What follows belongs to an exercise in optimizing a design on an open flow for small area and a short achievable clock period; a production flow would make more cautious choices. Function was not checked in any run shown here: the RTL went through the layout flow alone.

==> flow/design.v (outline; a module is shown in full before it is edited, if it fits) <==
// module fa: 4 lines
// module ha: 4 lines
// module multiplier: 1224 lines
// module divider: 29 lines
module divider (input logic [15:0] N,D,IA0,IA1,IA2,IA3,
                input logic clk, reset, kSave, nSave, dSave, kNextSel,
                input logic [1:0] muxSelB,
                output logic [15:0] quotient, remainder);
  // ...
==> flow/flow/run.sh <==
#!/bin/bash
# Own layout flow: the standard flow (standard.sh) with these changes:
#  - synthesis keeps the full-adder and half-adder modules (fa, ha) as their own modules so
#    each becomes one sky130 fa/ha cell, and extracts adders only inside them (not in the rest
#    of the logic, e.g. the final carry-lookahead adder); the netlist is then flattened and
#    renamed exactly as the standard synthesis script does;
#  - the remaining logic is mapped with flow/abc.script (ABC map with area recovery, no
#    buffering or sizing: the layout's repair sizes cells with real wire loads);
#  - port buffers are small buf cells instead of the default delay-buffer cell;
#  - timing repair aims for extra setup margin (SETUP_SLACK_MARGIN).
set -euo pipefail
W=$PWD
export SYNTH_KEEP_MODULES="fa ha"
export BUFFER_PORTS_ARGS="-buffer_cell sky130_fd_sc_hd__buf_1"
export ABC_AREA=1
export SETUP_SLACK_MARGIN=8.6
sed 's#^  extract_fa {\*}\[dont_use_extract_fa_args\]$#  extract_fa {*}[dont_use_extract_fa_args] fa ha#' \
  "$FLOW_HOME/scripts/synth.tcl" > "$W/synth_mod.tcl"
grep -q 'extract_fa {\*}\[dont_use_extract_fa_args\] fa ha' "$W/synth_mod.tcl"
# abc: our own mapping script (flow/abc.script) in place of ORFS's
sed -i 's#^  log_cmd abc {\*}\$abc_args$#  set abc_args [lreplace $abc_args 1 1 $::env(OWN_ABC_SCRIPT)]\n&#' "$W/synth_mod.tcl"
grep -q 'OWN_ABC_SCRIPT' "$W/synth_mod.tcl"
export OWN_ABC_SCRIPT="$W/flow/abc.script"
sed "s#\$::env(SCRIPTS_DIR)/synth.tcl#$W/synth_mod.tcl#" "$W/synth_recipe.tcl" > "$W/own_synth.tcl"
grep -q "source $W/synth_mod.tcl" "$W/own_synth.tcl"
sed "s#SYNTH_SCRIPT=[^ ]*#SYNTH_SCRIPT=$W/own_synth.tcl#" "$W/standard.sh" > "$W/own_standard.sh"
grep -q "SYNTH_SCRIPT=$W/own_synth.tcl" "$W/own_standard.sh"
bash "$W/own_standard.sh" > "$W/standard_flow.log" 2>&1
==> flow/flow/abc.script <==
strash
dch
map -B 0.9
topo
stime -c
==> flow/standard.sh <==
#!/bin/bash
# synth_recipe.tcl (not shown) runs the flow's synth.tcl, then flattens the netlist and writes it again
# the make line also repeats each setting of config.mk as NAME=value (left out here)
make -C /OpenROAD-flow-scripts/flow DESIGN_CONFIG=/design/flow/config.mk WORK_HOME=/design/flow/orfs CLKGATE_MAP_FILE= SYNTH_SCRIPT=/design/flow/synth_recipe.tcl "${@:-finish}"
==> flow/config.mk <==
export PLATFORM = sky130hd
export DESIGN_NAME = divider
export DESIGN_NICKNAME = divider
export VERILOG_FILES = /design/flow/design.v
export SDC_FILE = /design/flow/constraint.sdc
export NUM_CORES = 4
export LEC_CHECK = 0
export CAP_MARGIN = 20
export CORE_MARGIN = 2
export CORE_UTILIZATION = 40
export CTS_BUF_LIST = sky130_fd_sc_hd__clkbuf_8
export SLEW_MARGIN = 20
==> flow/constraint.sdc <==
create_clock -name core_clock -period 18.0 [get_ports {clk}]
set_input_delay 3.6000 -clock core_clock [delete_from_list [all_inputs] [get_ports {clk}]]
set_output_delay 3.6000 -clock core_clock [all_outputs]
set_load 0.01 [all_outputs]
==> results_dict.tcl, run 1 <==
set metrics [dict create \
    ys.flop_type "edfxtp_1" \
    die_area_sq_um 23800 \
    ctsHoldBuffers 0 \
    async_reset_ff_share_pct 0 \
    cp_slowest_cell "fa_1" \
    synth-edff-count 64 \
    arrival_ns 9.10 \
    globalRouteTotalUtil_pct 24.3 \
    cts_sinks 64 \
    drv_cap 0 \
    rr_startpoint "n[12]$_DFFE_PP_" \
    n_all_buffers 182 \
    yosys_register_bits 64 \
    n_all_inverters 133 \
    start_util_pct 40.3 \
    setup_tns_ns 0 \
    buf_share_pct 9.27 \
    die_w_um 154 \
    crit_fanout 15 \
    cp-endpoint "k[15]$_DFFE_PP_" \
    whs_endpoint "quotient[6]$_DFFE_PP_" \
    via_per_inst 5.54 \
    place_congestion 0.901 \
    finalSetupViolations 0 \
    core_sq_um 22400 \
    cts_made_buffers 9 \
    r2r_end "k[15]$_DFFE_PP_" \
    ctsHtreeMaxLevel 3 \
    clockBufferCount 9 \
    dp.final_hpwl_um 22100 \
    hold_start "n[6]$_DFFE_PP_" \
    sh_seq_area_pct 17.4 \
    multi_input_area_share_pct 62.3 \
    r2r_setup_slack_ns 12.34 \
    outcome "no timing/DRC/antenna violations" \
    synth_compound_area_share_pct 16.4 \
    max_slew.worst_pin.slew_ns 0.838 \
]
==> module divider, before the edit <==
module divider (input logic [15:0] N,D,IA0,IA1,IA2,IA3,
                input logic clk, reset, kSave, nSave, dSave, kNextSel,
                input logic [1:0] muxSelB,
                output logic [15:0] quotient, remainder);
  logic [15:0] n, d, k, left, right, p;
  logic s0, s1, s2, s3, sk;
  assign s0 = kNextSel & (D[14:13] == 2'd0);
  assign s1 = kNextSel & (D[14:13] == 2'd1);
  assign s2 = kNextSel & (D[14:13] == 2'd2);
  assign s3 = kNextSel & (D[14:13] == 2'd3);
  assign sk = ~kNextSel;
  assign left = ({16{s0}} & IA0) | ({16{s1}} & IA1) | ({16{s2}} & IA2) | ({16{s3}} & IA3)
              | ({16{sk}} & k);
  always_comb
    case (muxSelB)
      2'd0: right = N;
      2'd1: right = D;
      2'd2: right = n;
      default: right = d;
    endcase
  multiplier mult(.x(left), .y(right), .p(p));
  always_ff @(posedge clk) begin
    if (nSave | reset) n <= p & {16{~reset}};
    if (dSave | reset) d <= p & {16{~reset}};
    if (kSave | reset) k <= ~(p | {16{reset}});
    if (nSave | reset) quotient <= n & {16{~reset}};
  end
  assign remainder = 16'b0;
endmodule
==> run 2, diff against run 1 <==
--- a/flow/design.v
+++ b/flow/design.v
@@ -1098,164 +1098,233 @@
   assign gg1_27 = g0[27] | (p0[27] & g0[26]);
   assign pp1_27 = p0[27] & p0[26];
   logic gg1_29, pp1_29;
   assign gg1_29 = g0[29] | (p0[29] & g0[28]);
   assign pp1_29 = p0[29] & p0[28];
   logic gg1_31, pp1_31;
   assign gg1_31 = g0[31] | (p0[31] & g0[30]);
   assign pp1_31 = p0[31] & p0[30];
+  logic gg2_2, pp2_2;
+  assign gg2_2 = g0[2] | (p0[2] & gg1_1);
+  assign pp2_2 = p0[2] & pp1_1;
   logic gg2_3, pp2_3;
   assign gg2_3 = gg1_3 | (pp1_3 & gg1_1);
   assign pp2_3 = pp1_3 & pp1_1;
+  logic gg2_6, pp2_6;
+  assign gg2_6 = g0[6] | (p0[6] & gg1_5);
+  assign pp2_6 = p0[6] & pp1_5;
   logic gg2_7, pp2_7;
   assign gg2_7 = gg1_7 | (pp1_7 & gg1_5);
   assign pp2_7 = pp1_7 & pp1_5;
+  logic gg2_10, pp2_10;
+  assign gg2_10 = g0[10] | (p0[10] & gg1_9);
+  assign pp2_10 = p0[10] & pp1_9;
   logic gg2_11, pp2_11;
   assign gg2_11 = gg1_11 | (pp1_11 & gg1_9);
   assign pp2_11 = pp1_11 & pp1_9;
+  logic gg2_14, pp2_14;
+  assign gg2_14 = g0[14] | (p0[14] & gg1_13);
+  assign pp2_14 = p0[14] & pp1_13;
   logic gg2_15, pp2_15;
   assign gg2_15 = gg1_15 | (pp1_15 & gg1_13);
   assign pp2_15 = pp1_15 & pp1_13;
+  logic gg2_18, pp2_18;
+  assign gg2_18 = g0[18] | (p0[18] & gg1_17);
+  assign pp2_18 = p0[18] & pp1_17;
   logic gg2_19, pp2_19;
   assign gg2_19 = gg1_19 | (pp1_19 & gg1_17);
   assign pp2_19 = pp1_19 & pp1_17;
+  logic gg2_22, pp2_22;
+  assign gg2_22 = g0[22] | (p0[22] & gg1_21);
+  assign pp2_22 = p0[22] & pp1_21;
   logic gg2_23, pp2_23;
   assign gg2_23 = gg1_23 | (pp1_23 & gg1_21);
   assign pp2_23 = pp1_23 & pp1_21;
+  logic gg2_26, pp2_26;
+  assign gg2_26 = g0[26] | (p0[26] & gg1_25);
+  assign pp2_26 = p0[26] & pp1_25;
   logic gg2_27, pp2_27;
   assign gg2_27 = gg1_27 | (pp1_27 & gg1_25);
   assign pp2_27 = pp1_27 & pp1_25;
+  logic gg2_30, pp2_30;
+  assign gg2_30 = g0[30] | (p0[30] & gg1_29);
+  assign pp2_30 = p0[30] & pp1_29;
   logic gg2_31, pp2_31;
   assign gg2_31 = gg1_31 | (pp1_31 & gg1_29);
   assign pp2_31 = pp1_31 & pp1_29;
+  logic gg3_4, pp3_4;
+  assign gg3_4 = g0[4] | (p0[4] & gg2_3);
+  assign pp3_4 = p0[4] & pp2_3;
+  logic gg3_5, pp3_5;
+  assign gg3_5 = gg1_5 | (pp1_5 & gg2_3);
+  assign pp3_5 = pp1_5 & pp2_3;
+  logic gg3_6, pp3_6;
+  assign gg3_6 = gg2_6 | (pp2_6 & gg2_3);
+  assign pp3_6 = pp2_6 & pp2_3;
   logic gg3_7, pp3_7;
   assign gg3_7 = gg2_7 | (pp2_7 & gg2_3);
   assign pp3_7 = pp2_7 & pp2_3;
+  logic gg3_12, pp3_12;
+  assign gg3_12 = g0[12] | (p0[12] & gg2_11);
+  assign pp3_12 = p0[12] & pp2_11;
+  logic gg3_13, pp3_13;
+  assign gg3_13 = gg1_13 | (pp1_13 & gg2_11);
+  assign pp3_13 = pp1_13 & pp2_11;
+  logic gg3_14, pp3_14;
+  assign gg3_14 = gg2_14 | (pp2_14 & gg2_11);
+  assign pp3_14 = pp2_14 & pp2_11;
   logic gg3_15, pp3_15;
   assign gg3_15 = gg2_15 | (pp2_15 & gg2_11);
   assign pp3_15 = pp2_15 & pp2_11;
+  logic gg3_20, pp3_20;
+  assign gg3_20 = g0[20] | (p0[20] & gg2_19);
+  assign pp3_20 = p0[20] & pp2_19;
+  logic gg3_21, pp3_21;
+  assign gg3_21 = gg1_21 | (pp1_21 & gg2_19);
+  assign pp3_21 = pp1_21 & pp2_19;
+  logic gg3_22, pp3_22;
+  assign gg3_22 = gg2_22 | (pp2_22 & gg2_19);
+  assign pp3_22 = pp2_22 & pp2_19;
   logic gg3_23, pp3_23;
   assign gg3_23 = gg2_23 | (pp2_23 & gg2_19);
   assign pp3_23 = pp2_23 & pp2_19;
+  logic gg3_28, pp3_28;
+  assign gg3_28 = g0[28] | (p0[28] & gg2_27);
+  assign pp3_28 = p0[28] & pp2_27;
+  logic gg3_29, pp3_29;
+  assign gg3_29 = gg1_29 | (pp1_29 & gg2_27);
+  assign pp3_29 = pp1_29 & pp2_27;
+  logic gg3_30, pp3_30;
+  assign gg3_30 = gg2_30 | (pp2_30 & gg2_27);
+  assign pp3_30 = pp2_30 & pp2_27;
   logic gg3_31, pp3_31;
   assign gg3_31 = gg2_31 | (pp2_31 & gg2_27);
   assign pp3_31 = pp2_31 & pp2_27;
+  logic gg4_8, pp4_8;
+  assign gg4_8 = g0[8] | (p0[8] & gg3_7);
+  assign pp4_8 = p0[8] & pp3_7;
+  logic gg4_9, pp4_9;
+  assign gg4_9 = gg1_9 | (pp1_9 & gg3_7);
+  assign pp4_9 = pp1_9 & pp3_7;
+  logic gg4_10, pp4_10;
+  assign gg4_10 = gg2_10 | (pp2_10 & gg3_7);
+  assign pp4_10 = pp2_10 & pp3_7;
+  logic gg4_11, pp4_11;
+  assign gg4_11 = gg2_11 | (pp2_11 & gg3_7);
+  assign pp4_11 = pp2_11 & pp3_7;
+  logic gg4_12, pp4_12;
+  assign gg4_12 = gg3_12 | (pp3_12 & gg3_7);
+  assign pp4_12 = pp3_12 & pp3_7;
+  logic gg4_13, pp4_13;
+  assign gg4_13 = gg3_13 | (pp3_13 & gg3_7);
+  assign pp4_13 = pp3_13 & pp3_7;
+  logic gg4_14, pp4_14;
+  assign gg4_14 = gg3_14 | (pp3_14 & gg3_7);
+  assign pp4_14 = pp3_14 & pp3_7;
   logic gg4_15, pp4_15;
   assign gg4_15 = gg3_15 | (pp3_15 & gg3_7);
   assign pp4_15 = pp3_15 & pp3_7;
+  logic gg4_24, pp4_24;
+  assign gg4_24 = g0[24] | (p0[24] & gg3_23);
+  assign pp4_24 = p0[24] & pp3_23;
+  logic gg4_25, pp4_25;
+  assign gg4_25 = gg1_25 | (pp1_25 & gg3_23);
+  assign pp4_25 = pp1_25 & pp3_23;
+  logic gg4_26, pp4_26;
+  assign gg4_26 = gg2_26 | (pp2_26 & gg3_23);
+  assign pp4_26 = pp2_26 & pp3_23;
+  logic gg4_27, pp4_27;
+  assign gg4_27 = gg2_27 | (pp2_27 & gg3_23);
+  assign pp4_27 = pp2_27 & pp3_23;
+  logic gg4_28, pp4_28;
+  assign gg4_28 = gg3_28 | (pp3_28 & gg3_23);
+  assign pp4_28 = pp3_28 & pp3_23;
+  logic gg4_29, pp4_29;
+  assign gg4_29 = gg3_29 | (pp3_29 & gg3_23);
+  assign pp4_29 = pp3_29 & pp3_23;
+  logic gg4_30, pp4_30;
+  assign gg4_30 = gg3_30 | (pp3_30 & gg3_23);
+  assign pp4_30 = pp3_30 & pp3_23;
   logic gg4_31, pp4_31;
   assign gg4_31 = gg3_31 | (pp3_31 & gg3_23);
   assign pp4_31 = pp3_31 & pp3_23;
+  logic gg5_16, pp5_16;
+  assign gg5_16 = g0[16] | (p0[16] & gg4_15);
+  assign pp5_16 = p0[16] & pp4_15;
+  logic gg5_17, pp5_17;
+  assign gg5_17 = gg1_17 | (pp1_17 & gg4_15);
+  assign pp5_17 = pp1_17 & pp4_15;
+  logic gg5_18, pp5_18;
+  assign gg5_18 = gg2_18 | (pp2_18 & gg4_15);
+  assign pp5_18 = pp2_18 & pp4_15;
+  logic gg5_19, pp5_19;
+  assign gg5_19 = gg2_19 | (pp2_19 & gg4_15);
+  assign pp5_19 = pp2_19 & pp4_15;
+  logic gg5_20, pp5_20;
+  assign gg5_20 = gg3_20 | (pp3_20 & gg4_15);
+  assign pp5_20 = pp3_20 & pp4_15;
+  logic gg5_21, pp5_21;
+  assign gg5_21 = gg3_21 | (pp3_21 & gg4_15);
+  assign pp5_21 = pp3_21 & pp4_15;
+  logic gg5_22, pp5_22;
+  assign gg5_22 = gg3_22 | (pp3_22 & gg4_15);
+  assign pp5_22 = pp3_22 & pp4_15;
+  logic gg5_23, pp5_23;
+  assign gg5_23 = gg3_23 | (pp3_23 & gg4_15);
+  assign pp5_23 = pp3_23 & pp4_15;
+  logic gg5_24, pp5_24;
+  assign gg5_24 = gg4_24 | (pp4_24 & gg4_15);
+  assign pp5_24 = pp4_24 & pp4_15;
+  logic gg5_25, pp5_25;
+  assign gg5_25 = gg4_25 | (pp4_25 & gg4_15);
+  assign pp5_25 = pp4_25 & pp4_15;
+  logic gg5_26, pp5_26;
+  assign gg5_26 = gg4_26 | (pp4_26 & gg4_15);
+  assign pp5_26 = pp4_26 & pp4_15;
+  logic gg5_27, pp5_27;
+  assign gg5_27 = gg4_27 | (pp4_27 & gg4_15);
+  assign pp5_27 = pp4_27 & pp4_15;
+  logic gg5_28, pp5_28;
+  assign gg5_28 = gg4_28 | (pp4_28 & gg4_15);
+  assign pp5_28 = pp4_28 & pp4_15;
+  logic gg5_29, pp5_29;
+  assign gg5_29 = gg4_29 | (pp4_29 & gg4_15);
+  assign pp5_29 = pp4_29 & pp4_15;
+  logic gg5_30, pp5_30;
+  assign gg5_30 = gg4_30 | (pp4_30 & gg4_15);
+  assign pp5_30 = pp4_30 & pp4_15;
   logic gg5_31, pp5_31;
   assign gg5_31 = gg4_31 | (pp4_31 & gg4_15);
   assign pp5_31 = pp4_31 & pp4_15;
-  logic gg7_23, pp7_23;
-  assign gg7_23 = gg3_23 | (pp3_23 & gg4_15);
-  assign pp7_23 = pp3_23 & pp4_15;
-  logic gg8_11, pp8_11;
-  assign gg8_11 = gg2_11 | (pp2_11 & gg3_7);
-  assign pp8_11 = pp2_11 & pp3_7;
-  logic gg8_19, pp8_19;
-  assign gg8_19 = gg2_19 | (pp2_19 & gg4_15);
-  assign pp8_19 = pp2_19 & pp4_15;
-  logic gg8_27, pp8_27;
-  assign gg8_27 = gg2_27 | (pp2_27 & gg7_23);
-  assign pp8_27 = pp2_27 & pp7_23;
-  logic gg9_5, pp9_5;
-  assign gg9_5 = gg1_5 | (pp1_5 & gg2_3);
-  assign pp9_5 = pp1_5 & pp2_3;
-  logic gg9_9, pp9_9;
-  assign gg9_9 = gg1_9 | (pp1_9 & gg3_7);
-  assign pp9_9 = pp1_9 & pp3_7;
-  logic gg9_13, pp9_13;
-  assign gg9_13 = gg1_13 | (pp1_13 & gg8_11);
-  assign pp9_13 = pp1_13 & pp8_11;
-  logic gg9_17, pp9_17;
-  assign gg9_17 = gg1_17 | (pp1_17 & gg4_15);
-  assign pp9_17 = pp1_17 & pp4_15;
-  logic gg9_21, pp9_21;
-  assign gg9_21 = gg1_21 | (pp1_21 & gg8_19);
-  assign pp9_21 = pp1_21 & pp8_19;
-  logic gg9_25, pp9_25;
-  assign gg9_25 = gg1_25 | (pp1_25 & gg7_23);
-  assign pp9_25 = pp1_25 & pp7_23;
-  logic gg9_29, pp9_29;
-  assign gg9_29 = gg1_29 | (pp1_29 & gg8_27);
-  assign pp9_29 = pp1_29 & pp8_27;
-  logic gg10_2, pp10_2;
-  assign gg10_2 = g0[2] | (p0[2] & gg1_1);
-  assign pp10_2 = p0[2] & pp1_1;
-  logic gg10_4, pp10_4;
-  assign gg10_4 = g0[4] | (p0[4] & gg2_3);
-  assign pp10_4 = p0[4] & pp2_3;
-  logic gg10_6, pp10_6;
-  assign gg10_6 = g0[6] | (p0[6] & gg9_5);
-  assign pp10_6 = p0[6] & pp9_5;
-  logic gg10_8, pp10_8;
-  assign gg10_8 = g0[8] | (p0[8] & gg3_7);
-  assign pp10_8 = p0[8] & pp3_7;
-  logic gg10_10, pp10_10;
-  assign gg10_10 = g0[10] | (p0[10] & gg9_9);
-  assign pp10_10 = p0[10] & pp9_9;
-  logic gg10_12, pp10_12;
-  assign gg10_12 = g0[12] | (p0[12] & gg8_11);
-  assign pp10_12 = p0[12] & pp8_11;
-  logic gg10_14, pp10_14;
-  assign gg10_14 = g0[14] | (p0[14] & gg9_13);
-  assign pp10_14 = p0[14] & pp9_13;
-  logic gg10_16, pp10_16;
-  assign gg10_16 = g0[16] | (p0[16] & gg4_15);
-  assign pp10_16 = p0[16] & pp4_15;
-  logic gg10_18, pp10_18;
-  assign gg10_18 = g0[18] | (p0[18] & gg9_17);
-  assign pp10_18 = p0[18] & pp9_17;
-  logic gg10_20, pp10_20;
-  assign gg10_20 = g0[20] | (p0[20] & gg8_19);
-  assign pp10_20 = p0[20] & pp8_19;
-  logic gg10_22, pp10_22;
-  assign gg10_22 = g0[22] | (p0[22] & gg9_21);
-  assign pp10_22 = p0[22] & pp9_21;
-  logic gg10_24, pp10_24;
-  assign gg10_24 = g0[24] | (p0[24] & gg7_23);
-  assign pp10_24 = p0[24] & pp7_23;
-  logic gg10_26, pp10_26;
-  assign gg10_26 = g0[26] | (p0[26] & gg9_25);
-  assign pp10_26 = p0[26] & pp9_25;
-  logic gg10_28, pp10_28;
-  assign gg10_28 = g0[28] | (p0[28] & gg8_27);
-  assign pp10_28 = p0[28] & pp8_27;
-  logic gg10_30, pp10_30;
-  assign gg10_30 = g0[30] | (p0[30] & gg9_29);
-  assign pp10_30 = p0[30] & pp9_29;
   assign sum[0] = p0[0];
-  assign sum[31:1] = p0[31:1] ^ {gg10_30, gg9_29, gg10_28, gg8_27, gg10_26, gg9_25, gg10_24, gg7_23, gg10_22, gg9_21, gg10_20, gg8_19, gg10_18, gg9_17, gg10_16, gg4_15, gg10_14, gg9_13, gg10_12, gg8_11, gg10_10, gg9_9, gg10_8, gg3_7, gg10_6, gg9_5, gg10_4, gg2_3, gg10_2, gg1_1, g0[0]};
+  assign sum[31:1] = p0[31:1] ^ {gg5_30, gg5_29, gg5_28, gg5_27, gg5_26, gg5_25, gg5_24, gg5_23, gg5_22, gg5_21, gg5_20, gg5_19, gg5_18, gg5_17, gg5_16, gg4_15, gg4_14, gg4_13, gg4_12, gg4_11, gg4_10, gg4_9, gg4_8, gg3_7, gg3_6, gg3_5, gg3_4, gg2_3, gg2_2, gg1_1, g0[0]};
   assign p = sum[30:15];
 endmodule
 module divider (input logic [15:0] N,D,IA0,IA1,IA2,IA3,
                 input logic clk, reset, kSave, nSave, dSave, kNextSel,
                 input logic [1:0] muxSelB,
                 output logic [15:0] quotient, remainder);
   logic [15:0] n, d, k, left, right, p;
   logic s0, s1, s2, s3, sk;
-  assign s0 = kNextSel & (D[14:13] == 2'd0);
-  assign s1 = kNextSel & (D[14:13] == 2'd1);
-  assign s2 = kNextSel & (D[14:13] == 2'd2);
-  assign s3 = kNextSel & (D[14:13] == 2'd3);
-  assign sk = ~kNextSel;
+  assign s0 = ~reset & kNextSel & (D[14:13] == 2'd0);
+  assign s1 = ~reset & kNextSel & (D[14:13] == 2'd1);
+  assign s2 = ~reset & kNextSel & (D[14:13] == 2'd2);
+  assign s3 = ~reset & kNextSel & (D[14:13] == 2'd3);
+  assign sk = ~reset & ~kNextSel;
   assign left = ({16{s0}} & IA0) | ({16{s1}} & IA1) | ({16{s2}} & IA2) | ({16{s3}} & IA3)
               | ({16{sk}} & k);
   always_comb
     case (muxSelB)
       2'd0: right = N;
       2'd1: right = D;
       2'd2: right = n;
       default: right = d;
     endcase
   multiplier mult(.x(left), .y(right), .p(p));
   always_ff @(posedge clk) begin
-    if (nSave | reset) n <= p & {16{~reset}};
-    if (dSave | reset) d <= p & {16{~reset}};
+    if (nSave | reset) n <= p;
+    if (dSave | reset) d <= p;
     if (kSave | reset) k <= ~(p | {16{reset}});
     if (nSave | reset) quotient <= n & {16{~reset}};
   end
   assign remainder = 16'b0;
 endmodule
--- a/flow/flow/run.sh
+++ b/flow/flow/run.sh
@@ -8,17 +8,17 @@
 #    buffering or sizing: the layout's repair sizes cells with real wire loads);
 #  - port buffers are small buf cells instead of the default delay-buffer cell;
 #  - timing repair aims for extra setup margin (SETUP_SLACK_MARGIN).
 set -euo pipefail
 W=$PWD
 export SYNTH_KEEP_MODULES="fa ha"
 export BUFFER_PORTS_ARGS="-buffer_cell sky130_fd_sc_hd__buf_1"
 export ABC_AREA=1
-export SETUP_SLACK_MARGIN=8.6
+export SETUP_SLACK_MARGIN=8.4
 sed 's#^  extract_fa {\*}\[dont_use_extract_fa_args\]$#  extract_fa {*}[dont_use_extract_fa_args] fa ha#' \
   "$FLOW_HOME/scripts/synth.tcl" > "$W/synth_mod.tcl"
 grep -q 'extract_fa {\*}\[dont_use_extract_fa_args\] fa ha' "$W/synth_mod.tcl"
 # abc: our own mapping script (flow/abc.script) in place of ORFS's
 sed -i 's#^  log_cmd abc {\*}\$abc_args$#  set abc_args [lreplace $abc_args 1 1 $::env(OWN_ABC_SCRIPT)]\n&#' "$W/synth_mod.tcl"
 grep -q 'OWN_ABC_SCRIPT' "$W/synth_mod.tcl"
 export OWN_ABC_SCRIPT="$W/flow/abc.script"
 sed "s#\$::env(SCRIPTS_DIR)/synth.tcl#$W/synth_mod.tcl#" "$W/synth_recipe.tcl" > "$W/own_synth.tcl"
==> run 2 against run 1 <==
Still clean on timing, DRC and antenna. Synthesized cell count grew 4.1%. Fmax shrank 2.7%. Clock skew shrank 0.0044 ns. Area after synthesis grew 0.86%. Setup slack lost 0.25 ns. Cell count grew 3.4%. Die area grew 0.84%. Non-clock buffer count grew 9. First-iteration DRC count grew 1.6%. Critical path type unchanged. Critical endpoint unchanged.
==> results_dict.tcl, run 2 <==
set metrics [dict create \
    fin_crit_sh_pct 51.4 \
    port_buffers 119 \
    cts_buffer_depth 2 \
    dr_total_vias 8751 \
    yosys_register_bits 64 \
    via_per_inst 5.48 \
    clock.fmax_mhz 108 \
    worst_slack_ns 8.74 \
    place_congestion 0.916 \
    final_cell_mix "192 x nand2_1, 125 x clkinv_1, 116 x nor2_1, 115 x o22ai_1, 115 x buf_1" \
    pre_cts_ws_ns 6.78 \
    worst_setup_path_start_kind "input pin" \
    max_slew.worst_pin.slew_ns 0.820 \
    yosysWarnings 1 \
    worstHoldPathType "flip-flop to flip-flop" \
    globalRouteTotalUtil_pct 24.7 \
    synth_area_sq_um 9120 \
    rsz0062_at_grt "yes" \
    reg2regPathDepth 27 \
    firstDrtPassIters 5 \
    clk_pin_slew_ns 0.08 \
    start_util_pct 40.5 \
    ctsHtreeMaxLevel 3 \
    layout-drive-gt1-share_pct 15.5 \
    wire_per_inst_um 18.6 \
    yosysTopAreaCell "fa_1" \
    clk_latency_ns 0.34 \
    hold_path_depth 2 \
    synth_top_area_share_pct 23.7 \
    ctsHoldBuffers 0 \
    worstPathRequired_ns 18.10 \
    r2r_setup_slack_ns 12.20 \
    dp.final_hpwl_um 22900 \
    die_w_um 155 \
    ys.flop_type "edfxtp_1" \
    synth_cell_types 27 \
    synth_area_leaders "fa_1 24%, edfxtp_1 21%, xor2_1 11%, o22ai_1 8.6%, nand2_1 8.6%" \
    cts_tree "done" \
    grt_max_degree 39 \
    grt_pass1_wl_um 45800 \
    grt-ovfl-total 0 \
    synth-edff-count 64 \
    final_hold_viol_count 0 \
    cts_sinks 64 \
    syn_area_per_cell_sq_um 8.24 \
    core_sq_um 22500 \
    cts_root_buf "clkbuf_8" \
    grt_pass1_vias 8529 \
    arrival_ns 9.36 \
    mostFrequentLayoutCell "nand2_1" \
    setup_tns_ns 0 \
    cp_slowest_cell "fa_1" \
    seq_area_frac_synth_pct 21.1 \
    die_area_sq_um 24000 \
    first_iter_violations 625 \
    critPathTopFamily "adder cells" \
    final_nets 1537 \
    finalSetupViolations 0 \
    area_delta_synth_final_pct 22.2 \
    yosysMostFrequentCell "nand2_1" \
    syn_inst 1107 \
    end_kind "flip-flop" \
    n_fill_cell 2179 \
    crit_fanout 19 \
    min_period_ns 9.26 \
    antenna_left 0 \
    antenna_found_initial 0 \
    chipHeight_um 155 \
    crit_path_frequent_cell "nand2_1" \
    worst-path-stages 33 \
    max_stage_delay_ns 0.50 \
    drc 0 \
    n_antenna_cell 0 \
    relSlewSlack_pct 45.3 \
    critical_path_class "input pin to flip-flop" \
    async_reset_ff_share_pct 0 \
    multi_input_area_sq_um 6990 \
    cts_made_buffers 9 \
    num_rows 55 \
    path_buf_inv 9 \
    skew_ns 0.0125 \
    drv_slew 0 \
    ff_latch_area_sq_um 1920 \
    drv_cap 0 \
    ios 136 \
    synth_commonest_cells "208 x nand2_1, 143 x clkinv_1, 136 x nor2_1" \
    outcome "no timing/DRC/antenna violations" \
    drt_wl_total_um 29700 \
]
## run 2: cell type report
| class | count | share of cell area (%) |
|---|---|---|
| tap | 285 | 3.20 |
| clock inverter | 7 | 0.651 |
| sequential | 64 | 17.3 |
| timing repair buffer | 191 | 9.59 |
| inverter | 143 | 5.46 |
| clock buffer | 9 | 1.11 |
| multi-input combinational | 899 | 62.7 |
## run 2: final timing paths
kind                        from               endpoint
setup / recovery           reset        k[15]$_DFFE_PP_
hold / removal    n[9]$_DFFE_PP_  quotient[9]$_DFFE_PP_
setup reg to reg  n[1]$_DFFE_PP_        k[15]$_DFFE_PP_
hold reg to reg   n[9]$_DFFE_PP_  quotient[9]$_DFFE_PP_
## run 2: routing by layer
layer	part of all wire (%)	vias up	global-route usage [%]
met5	0	-	0
met4	3.4	0	8.20
met3	7.1	60	4.51
met2	48	360	41.0
met1	42	4188	32.6
li1	-	4143	-
## run 2: modules after synthesis (local to each module, per instance)
| module | flops+latches | cells inside |
|---|---|---|
| divider | 64 | 982 |
| fa | 0 | 1 |
| ha | 0 | 1 |
## run 2: repair_timing
item | 4_1_cts | 5_1_grt
endpoints found under the setup margin | 48 | 48
gates resized for setup | 54 | 64
cloned | 0 | 1
buffers inserted | 21 | 32
pin swaps | 7 | 6
## run 2: cell families (layout without fill, tap and decap cells)
logic type | Yosys count | count (layout) | share of synthesized area, %
XOR/XNOR | 127 | 127 | 12.2
AO/OA/AOI/OAI | 215 | 215 | 15.0
adder cells (fa/ha/maj) | 125 | 125 | 26.0
flip-flops | 64 | 64 | 21.1
buffers and inverters | 159 | 350 | 7.21
other | 1 | 16 | 0.0411
AND/OR/NAND/NOR | 416 | 416 | 18.5
## run 2: worst register-to-register path, cell delays in order, from the launching register on
cell and delay, ns:
edfxtp_1 0.36, nand3_1 0.10, nand4_1 0.12, buf_4 0.32
nand2_1 0.20, o21ai_0 0.25, bufinv_8 0.26, o22ai_1 0.26
fa_1 0.49, fa_1 0.40, fa_1 0.54, fa_1 0.43
nand2_1 0.09, clkinv_1 0.06, nor2_1 0.12, clkinv_1 0.13
o21ai_0 0.23, inv_2 0.09, a21oi_4 0.17, clkinv_1 0.16
o21ai_4 0.21, a21oi_1 0.15, nor2_1 0.11, nor2_1 0.06
nand2_1 0.07, nand2_1 0.05, nand2_1 0.11, nor2_1 0.05
## run 2: stage by stage
stage	cell area, sq um	hold WS (ns)	util, %	std cells
final	11100	0.588	49.5	1598
after floorplan	9260	0.546	-	1122
after detailed placement	10100	0.576	44.8	1528
after global placement	10100	0.573	44.8	1528
after global routing	11100	0.643	49.5	1598
after CTS	10600	0.588	47.1	1565

re-timing with driven ports:
In the flow no input, the clock included, has a driving cell. The finished layouts below were timed again as built, in two steps. Step 1: set_driving_cell puts a clkbuf_16 on clk and a buf_2 on each other input, an assumption about the parent block. Step 2 times the ports against the registers' clock, not the clock port: input delays grow and output delays shrink by t, the midpoint of the rising clock arrivals with the driver on. Slacks: no drivers / after step 1 / after step 2; pairs: no drivers / after step 1.
| run | t, ns | setup WS [ns] | worst setup path after step 2 | pins driven straight from the clock port |
|---|---|---|---|---|
| run 1 | 0.381 | 8.992 / 8.989 / 8.608 | input to register | 1 |
| run 2 | 0.369 | 8.745 / 8.751 / 8.382 | input to register | 1 |
After both steps setup and hold are still met in every run listed. For run 1, which loses most, drivers alone change the setup slack by -0.003 ns; drivers and shift together by -0.384 ns.
